Background: an optimization exercise with open tools, aiming at small area, a short achievable clock period and few clock cycles per item. Do not read the settings as production practice. Function was checked by simulation only, so behaviour that the tests miss may differ from the original. Power and IR drop assume default switching activity.

==> flow/design.v (excerpt) <==
module accumulator_multiplier
(
    input logic clock, reset,
    input logic [31:0] multiplicand, multiplier,
    output logic [63:0] out,
    output logic done
);
For scale: ~130 flip-flops, roughly 130 I/O pins.
export LEC_CHECK = 0
export ABC_AREA = 1
export CAP_MARGIN = 20
export CORE_MARGIN = 2
export CORE_UTILIZATION = 40
export SETUP_SLACK_MARGIN = 1.0
export SLEW_MARGIN = 20
create_clock -name core_clock -period 6.0 [get_ports {clock}]
standard.sh (not shown) runs the stock make flow with config.mk's settings and CLKGATE_MAP_FILE= SYNTH_SCRIPT=/design/flow/synth_recipe.tcl, a recipe that flattens the netlist after the stock synthesis.
==> flow/flow/run.sh <==
#!/bin/bash
# Own layout flow: the standard flow (standard.sh) with two changes.
# 1. Yosys's generic "abc -fast" pre-mapping inside synth is skipped (synth -noabc).
#    It scrambles the full-adder structure of the multiplier tree, so extract_fa then
#    maps the adders with an inverter on nearly every pin. The final ABC mapping and
#    the register set are the standard synthesis's.
# 2. The port buffers are buf_2 cells instead of the slow clkdlybuf4s50_1 that
#    buffer_ports picks by default; every port still gets its buffer.
set -euo pipefail
cd "$(dirname "$0")/.."
sed '1s/-noshare/-noshare -noabc/' synth_recipe.tcl > flow_synth.tcl
sed 's#/synth_recipe\.tcl#/flow_synth.tcl#g' standard.sh > flow_standard.sh
grep -q flow_synth.tcl flow_standard.sh
EXTRA=(BUFFER_PORTS_ARGS="-buffer_cell sky130_fd_sc_hd__buf_2")
bash flow_standard.sh "${EXTRA[@]}" synth > flow_synth.log 2>&1
bash flow_standard.sh "${EXTRA[@]}" finish > flow_layout.log 2>&1
test -s out/final.def
The first run ran to the end with no violations.
Testbench counts at the start, summed over its fixed seeds: cycles 4,800, items 2,400.
Rerun with:
- SLEW_MARGIN: 20 -> 50
Result: Sequential share of layout area hardly moves. Power went up by 0.72%. Final cell count hardly moves. Via count is about the same. Final area hardly moves. Setup slack is worse by 0.0064 ns.
Rerun with:
- SETUP_SLACK_MARGIN: 1.0 -> 2.0
- SLEW_MARGIN: 50 -> 20
Effect: The new run passed the timing, design-rule and antenna checks; die area stays the same; sequential power is higher by about 7%; routed wire length goes up by about 12%; area after synthesis does not change; flip-flop and latch count does not change; worst setup slack gets better by 0.27 ns; clock power stays flat; cell area grows by 21%; clock-buffer cell count stays the same; non-clock buffer count went up by 153; final cell count went up by about 4.7%.
Rerun with:
- CORE_UTILIZATION: 40 -> 65
- SETUP_SLACK_MARGIN: 2.0 -> 1.0
What happened: Clock power came out higher by about 6%. Combinational power came out lower by about 19%. Synthesized area is unchanged.


Setup of run a:
Another version of the RTL of accumulator_multiplier (not shown whole).
For scale: ~3,500 cells after synthesis, roughly 130 flip-flops, about 130 I/O pins, ~29,000 sq um of cells after synthesis.
==> flow/config.mk <==
export PLATFORM = sky130hd
export DESIGN_NAME = accumulator_multiplier
export DESIGN_NICKNAME = accumulator_multiplier
export VERILOG_FILES = /design/flow/design.v
export SDC_FILE = /design/flow/constraint.sdc
export NUM_CORES = 4
export LEC_CHECK = 0
export ABC_AREA = 1
export CAP_MARGIN = 20
export CORE_MARGIN = 2
export CORE_UTILIZATION = 40
export SLEW_MARGIN = 20
==> flow/constraint.sdc <==
create_clock -name core_clock -period 6.0 [get_ports {clock}]
set_input_delay 1.2000 -clock core_clock [delete_from_list [all_inputs] [get_ports {clock}]]
set_output_delay 1.2000 -clock core_clock [all_outputs]
set_load 0.01 [all_outputs]
==> flow/flow/run.sh <==
#!/bin/bash
# Own layout flow: the standard flow, except that Yosys's generic "abc -fast"
# pre-mapping inside synth is skipped (synth -noabc). That pre-mapping scrambles
# the full-adder structure of the multiplier tree, so extract_fa then maps the
# adders with an inverter on nearly every pin. The final ABC mapping, the
# register set and every later step are the standard flow's own (standard.sh).
set -euo pipefail
cd "$(dirname "$0")/.."
sed '1s/-noshare/-noshare -noabc/' synth_recipe.tcl > flow_synth.tcl
sed 's#/synth_recipe\.tcl#/flow_synth.tcl#g' standard.sh > flow_standard.sh
grep -q flow_synth.tcl flow_standard.sh
bash flow_standard.sh synth > flow_synth.log 2>&1
bash flow_standard.sh > flow_layout.log 2>&1
test -s out/final.def
Testbench counts of run a, summed over its fixed seeds: cycles 4,800, items 2,400.
Setup changes, run a to run b
==> flow/run.sh (new file) <==
#!/bin/bash
# synth_recipe.tcl (not shown) runs the flow's synth.tcl, then flattens the netlist and writes it again
# the make line also repeats each setting of config.mk as NAME=value (left out here)
make -C /OpenROAD-flow-scripts/flow DESIGN_CONFIG=/design/flow/config.mk WORK_HOME=/design/flow/orfs CLKGATE_MAP_FILE= SYNTH_SCRIPT=/design/flow/synth_recipe.tcl finish
removed: flow/flow/run.sh
removed: flow/standard.sh
[summary]
Taking run a as the reference, in run b total routed wirelength higher; transition at the pin with the smallest max-transition slack lower; count of clock-buffer cells in the layout now sits higher.
Run b: area inside the core boundary is about 8% higher than what run a reported.
Compare run b and run a | number of cells on the critical path lower: run a
The tightest hold margin number comes out higher for run b vs run a.
Register share of total power for run b is lower than for run a.
A source of the critical timing path of multiplicand[31] is what run a shows, while multiplier[7] belongs to run b.
The higher total die area came out of run b.
Layout-stage area growth over the synthesis result was lower in the run labelled run a.
Diff run a -> run b: maximum vdd drop now sits lower, met2 layer wire length in the routed design +2000 um.


RTL: one of the versions met above, not the one the previous note started from.
Size in the first run: about 2600 cells after synthesis, about 130 flip-flops, roughly 26000 um^2 of cells after synthesis.
==> flow/config.mk <==
export PLATFORM = sky130hd
export DESIGN_NAME = accumulator_multiplier
export DESIGN_NICKNAME = accumulator_multiplier
export VERILOG_FILES = /design/flow/design.v
export SDC_FILE = /design/flow/constraint.sdc
export NUM_CORES = 4
export LEC_CHECK = 0
export ABC_AREA = 1
export CAP_MARGIN = 20
export CORE_MARGIN = 2
export CORE_UTILIZATION = 40
export SETUP_SLACK_MARGIN = 1.0
export SLEW_MARGIN = 70
==> flow/constraint.sdc <==
create_clock -name core_clock -period 6.0 [get_ports {clock}]
set_input_delay 1.2000 -clock core_clock [delete_from_list [all_inputs] [get_ports {clock}]]
set_output_delay 1.2000 -clock core_clock [all_outputs]
set_load 0.01 [all_outputs]
==> flow/flow/run.sh <==
#!/bin/bash
# Own layout flow: the standard flow (standard.sh) with two changes.
# 1. Yosys's generic "abc -fast" pre-mapping inside synth is skipped (synth -noabc).
#    It scrambles the full-adder structure of the multiplier tree, so extract_fa then
#    maps the adders with an inverter on nearly every pin. The final ABC mapping and
#    the register set are the standard synthesis's.
# 2. The port buffers are buf_2 cells instead of the slow clkdlybuf4s50_1 that
#    buffer_ports picks by default; every port still gets its buffer.
set -euo pipefail
cd "$(dirname "$0")/.."
sed '1s/-noshare/-noshare -noabc/' synth_recipe.tcl > flow_synth.tcl
sed 's#/synth_recipe\.tcl#/flow_synth.tcl#g' standard.sh > flow_standard.sh
grep -q flow_synth.tcl flow_standard.sh
EXTRA=(BUFFER_PORTS_ARGS="-buffer_cell sky130_fd_sc_hd__buf_2")
bash flow_standard.sh "${EXTRA[@]}" synth > flow_synth.log 2>&1
bash flow_standard.sh "${EXTRA[@]}" finish > flow_layout.log 2>&1
test -s out/final.def
Testbench counts at the start, summed over its fixed seeds: cycles 4,800, items 2,400.
==> next run, changes <==
--- a/flow/flow/run.sh
+++ b/flow/flow/run.sh
@@ -6,3 +6,3 @@
 #    the register set are the standard synthesis's.
-# 2. The port buffers are buf_2 cells instead of the slow clkdlybuf4s50_1 that
+# 2. The port buffers are buf_1 cells instead of the slow clkdlybuf4s50_1 that
 #    buffer_ports picks by default; every port still gets its buffer.
@@ -13,3 +13,3 @@
 grep -q flow_synth.tcl flow_standard.sh
-EXTRA=(BUFFER_PORTS_ARGS="-buffer_cell sky130_fd_sc_hd__buf_2")
+EXTRA=(BUFFER_PORTS_ARGS="-buffer_cell sky130_fd_sc_hd__buf_1")
 bash flow_standard.sh "${EXTRA[@]}" synth > flow_synth.log 2>&1
Settings changed: SLEW_MARGIN 70 to 20.
- final area goes down by 1.4%
- synthesized cell count stays the same
- synthesized area does not change
- setup slack is worse by 0.0064 ns
- routed wire length rose by 2.2%
- non-clock buffer count came out lower by 5
- maximum frequency barely changes
- global-route usage increases by 0.53 points
- power is lower by 1.9%


Another version of the RTL of accumulator_multiplier (not shown whole).
Size in the first run: roughly 140 flip-flops, roughly 130 I/O pins, roughly 26000 um2 of cells after synthesis.
Design accumulator_multiplier, start of the top module:
module accumulator_multiplier
(
    input logic clock, reset,
    input logic [31:0] multiplicand, multiplier,
    output logic [63:0] out,
    output logic done
);
==> flow/config.mk <==
export PLATFORM = sky130hd
export DESIGN_NAME = accumulator_multiplier
export DESIGN_NICKNAME = accumulator_multiplier
export VERILOG_FILES = /design/flow/design.v
export SDC_FILE = /design/flow/constraint.sdc
export NUM_CORES = 4
export LEC_CHECK = 0
export ABC_AREA = 1
export CAP_MARGIN = 20
export CORE_MARGIN = 2
export CORE_UTILIZATION = 40
export CTS_BUF_LIST = sky130_fd_sc_hd__clkbuf_4 sky130_fd_sc_hd__clkbuf_8
export SETUP_SLACK_MARGIN = 1.3
export SLEW_MARGIN = 20
==> flow/constraint.sdc <==
create_clock -name core_clock -period 6.0 [get_ports {clock}]
set_input_delay 1.2000 -clock core_clock [delete_from_list [all_inputs] [get_ports {clock}]]
set_output_delay 1.2000 -clock core_clock [all_outputs]
set_load 0.01 [all_outputs]
==> flow/flow/run.sh <==
#!/bin/bash
# Own layout flow: the standard flow (standard.sh) with two changes.
# 1. Yosys's generic "abc -fast" pre-mapping inside synth is skipped (synth -noabc).
#    It scrambles the full-adder structure of the multiplier tree, so extract_fa then
#    maps the adders with an inverter on nearly every pin. The final ABC mapping and
#    the register set are the standard synthesis's.
# 2. The port buffers are buf_1 cells instead of the slow clkdlybuf4s50_1 that
#    buffer_ports picks by default; every port still gets its buffer.
set -euo pipefail
cd "$(dirname "$0")/.."
sed '1s/-noshare/-noshare -noabc/' synth_recipe.tcl > flow_synth.tcl
sed 's#/synth_recipe\.tcl#/flow_synth.tcl#g' standard.sh > flow_standard.sh
grep -q flow_synth.tcl flow_standard.sh
EXTRA=(BUFFER_PORTS_ARGS="-buffer_cell sky130_fd_sc_hd__buf_1")
bash flow_standard.sh "${EXTRA[@]}" synth > flow_synth.log 2>&1
bash flow_standard.sh "${EXTRA[@]}" finish > flow_layout.log 2>&1
test -s out/final.def
Testbench counts at the start, summed over its fixed seeds: cycles 4,800, items 2,400.
Change:
Settings changed: CORE_UTILIZATION 40 to 60, CTS_BUF_LIST sky130_fd_sc_hd__clkbuf_4 sky130_fd_sc_hd__clkbuf_8 to unset, SETUP_SLACK_MARGIN 1.3 to 1.45.
What happened: Die area drops by 33%. Core utilization grows by 23 points. Final cell count goes down by 8.8%. Count of clock-buffer cells in the layout came out higher by 5. Non-clock buffer count grows by 4. Design area hardly moves. Maximum frequency increases by 6.4%. Routed wire length rose by 1.5%. Total power went down by 2.5%.
Change:
Settings changed: CORE_UTILIZATION 60 to 40, SETUP_SLACK_MARGIN 1.45 to 1.0.
The changed run ran to the end with no violations.
Non-clock buffer count shrinks by 24.
Sequential power hardly moves.
First-iteration DRC count drops by 4.2%.
Maximum frequency decreases by 6.5%.
Die area is higher by 49%.
Clock-buffer cell count decreases by 5.
Total power goes down by 5.2%.
Cell area shrinks by 2.6%.
Change:
Settings changed: CORE_UTILIZATION 40 to 70, SETUP_SLACK_MARGIN 1.0 to 1.3.
Result: The changed run produced a clean layout; wire length went up by 0.94%; final area stays flat; hold slack is better by 0.19 ns; setup slack gets better by 0.23 ns; global-route usage grows by 20 points; die area shrinks by 42%; sequential share of layout area is about the same; via count goes up by 5.7%.


build 55:
Another version of the RTL of accumulator_multiplier (not shown whole).
Size: roughly 120 flip-flops, about 130 I/O pins, about 0.025 mm² of cells after synthesis.
Settings: LEC_CHECK=0, ABC_AREA=1, CAP_MARGIN=20, CORE_MARGIN=2, CORE_UTILIZATION=55, CTS_BUF_LIST=sky130_fd_sc_hd__clkbuf_4 sky130_fd_sc_hd__clkbuf_8, SETUP_SLACK_MARGIN=1.0, SLEW_MARGIN=20; clock period 6.0 ns.
Scripts as last shown in full above: flow/flow/run.sh
Testbench counts of build 55, summed over its fixed seeds: cycles 4,800, items 2,400.
Inputs modified between build 55 and build 40:
- CTS_BUF_LIST removed (was sky130_fd_sc_hd__clkbuf_4 sky130_fd_sc_hd__clkbuf_8)
- CORE_UTILIZATION changed from 55 to 40
Results
[build 40] final total power fell 190 µW relative to build 55
Looking at power share of the clock group across build 40 and build 55, the one that comes out higher is build 40.
Build 40 ended up with a lower relative contribution of combinational cells to total power than build 55 did.
Routed wire length of build 40 is on par with build 55.
Here is what was changed in the inputs of build 49 compared with build 40.
- SETUP_SLACK_MARGIN changed from 1.0 to 0.8
==> run summary <==
- Area of all placed cells without fillers shrinks slightly when moving from build 40 to build 49.
- Reported for build 40 and build 49, number of violations of the max-capacitance limit turned out identical to the last digit.
- Build 49 vs. build 40: worst hold slack rose by 0.0073 ns, synthesis-to-finish area growth fell by 0.34 points, portion of total power attributed to the clock network fell by 0.4 points, number of nets in the layout stayed essentially flat.
- Compared with build 40, build 49 degrades minimum period implied by the final worst setup slack.
- | sequential fraction of total cell area | build 40 vs build 49 | ≈ equal |
- Global-route usage, build 40 and build 49, lower one = build 49.
- Cmp build 40 and build 49 / total power / lower: build 40
> inputs changed (build 49 -> build 42)
- a change of SETUP_SLACK_MARGIN from 0.8 to 1.0
diff --git a/flow/flow/run.sh b/flow/flow/run.sh
--- a/flow/flow/run.sh
+++ b/flow/flow/run.sh
@@ -13,3 +13,3 @@
 grep -q flow_synth.tcl flow_standard.sh
-EXTRA=(BUFFER_PORTS_ARGS="-buffer_cell sky130_fd_sc_hd__buf_1")
+EXTRA=(BUFFER_PORTS_ARGS="-buffer_cell sky130_fd_sc_hd__buf_1" RECOVER_POWER=100)
 bash flow_standard.sh "${EXTRA[@]}" synth > flow_synth.log 2>&1
==> run summary <==
Of build 49 and build 42, the run reporting the lower global-route track usage on met3 was build 49. Between build 49 and build 42, arrival time of the worst setup path is higher for build 42, build 49 comes in under that. Lower part of the power in the clock network goes to build 49 over build 42. For non-clock buffer share of cell area, build 49 and build 42 come out practically identical. Re aggregate global routing overflow: no difference whatsoever between build 49 and build 42. [compare] base=build 49 new=build 42: number of design-rule violations left by the first detailed-router iteration increased by 35 relative to the old numbers, post-route fraction of the period consumed by the critical path increased by 4.8 points relative to the old numbers, flip-flop and latch count closely matched the old numbers, setup slack after layout decreased by 0.29 ns relative to the old numbers.


accumulator_multiplier with an RTL version that a note above also has.
Size in the first run: roughly 2600 cells after synthesis, about 140 flip-flops, about 130 I/O pins, ~0.026 mm² of cells after synthesis.
## accumulator_multiplier
module accumulator_multiplier
(
    input logic clock, reset,
    input logic [31:0] multiplicand, multiplier,
    output logic [63:0] out,
    output logic done
);
Settings: LEC_CHECK=0, ABC_AREA=1, CAP_MARGIN=20, CORE_MARGIN=2, CORE_UTILIZATION=40, SETUP_SLACK_MARGIN=1.3, SLEW_MARGIN=20; clock period 6.0 ns.
==> flow/flow/run.sh <==
#!/bin/bash
# Own layout flow: the standard flow (standard.sh) with two changes.
# 1. Yosys's generic "abc -fast" pre-mapping inside synth is skipped (synth -noabc).
#    It scrambles the full-adder structure of the multiplier tree, so extract_fa then
#    maps the adders with an inverter on nearly every pin. The final ABC mapping and
#    the register set are the standard synthesis's.
# 2. The port buffers are buf_1 cells instead of the slow clkdlybuf4s50_1 that
#    buffer_ports picks by default; every port still gets its buffer.
set -euo pipefail
cd "$(dirname "$0")/.."
sed '1s/-noshare/-noshare -noabc/' synth_recipe.tcl > flow_synth.tcl
sed 's#/synth_recipe\.tcl#/flow_synth.tcl#g' standard.sh > flow_standard.sh
grep -q flow_synth.tcl flow_standard.sh
EXTRA=(BUFFER_PORTS_ARGS="-buffer_cell sky130_fd_sc_hd__buf_1")
bash flow_standard.sh "${EXTRA[@]}" synth > flow_synth.log 2>&1
bash flow_standard.sh "${EXTRA[@]}" finish > flow_layout.log 2>&1
test -s out/final.def
Testbench counts at the start, summed over its fixed seeds: cycles 4,800, items 2,400.
Edit:
SETUP_SLACK_MARGIN = 1.4   (was 1.3)
Outcome: Clock-buffer cell count rose by 1. Total power is higher by 1.9%. First-iteration DRC count grows by 3.2%. Sequential share of layout area drops by 0.22 points. Worst hold slack improved by 0.093 ns.

afterwards: timing with drivers on the ports:
No port has a modelled driver above. Below, the same layouts with a new extraction and two added sets of constraints. Step 1 (the two cells are an assumption about what drives the block):
set clk [get_ports {clock}]
set_driving_cell -lib_cell sky130_fd_sc_hd__clkbuf_16 $clk
set_driving_cell -lib_cell sky130_fd_sc_hd__buf_2 [delete_from_list [all_inputs] $clk]
Step 2 moves the port delays by t, midway between the first and last clock arrival at a register: inputs arrive t later, outputs are due t later. That takes back most of the time a late clock gives input paths. a / b / c = no drivers / after step 1 / after step 2; a / b = the first two.
run	t, ns	setup slack, ns	clock arrival spread, ns
the first run of note 1	0.558	1.058 / 0.999 / 0.441	0.013 / 0.014
the second run of note 1	0.551	1.051 / 0.960 / 0.409	0.026 / 0.026
the third run of note 1	0.554	1.324 / 1.327 / 0.772	0.018 / 0.019
the fourth run of note 1	0.567	1.019 / 1.018 / 0.452	0.017 / 0.017
run a	0.522	0.635 / 0.674 / 0.153	0.026 / 0.025
run b	0.478	0.207 / 0.238 / -0.240	0.015 / 0.014
the first run of note 3	0.551	1.086 / 1.009 / 0.458	0.018 / 0.018
the second run of note 3	0.562	1.080 / 0.951 / 0.389	0.014 / 0.014
the first run of note 4	0.619	1.133 / 1.080 / 0.762	0.031 / 0.031
the second run of note 4	0.546	1.425 / 1.366 / 0.876	0.017 / 0.017
the third run of note 4	0.562	1.106 / 1.100 / 0.577	0.029 / 0.029
the fourth run of note 4	0.528	1.337 / 1.327 / 0.817	0.013 / 0.013
build 55	0.633	1.039 / 1.028 / 0.395	0.022 / 0.022
build 40	0.556	1.002 / 1.044 / 0.487	0.028 / 0.027
build 49	0.562	0.833 / 0.840 / 0.278	0.028 / 0.028
build 42	0.557	0.546 / 0.587 / 0.029	0.028 / 0.029
the first run of note 6	0.552	1.275 / 1.217 / 0.818	0.017 / 0.017
the second run of note 6	0.557	1.395 / 1.336 / 0.878	0.023 / 0.023
Met with ideal ports but missed after step 2: setup timing in run b. The setup slack of the second run of note 3, which loses most, moves by -0.129 ns with the drivers and by -0.691 ns with both steps.
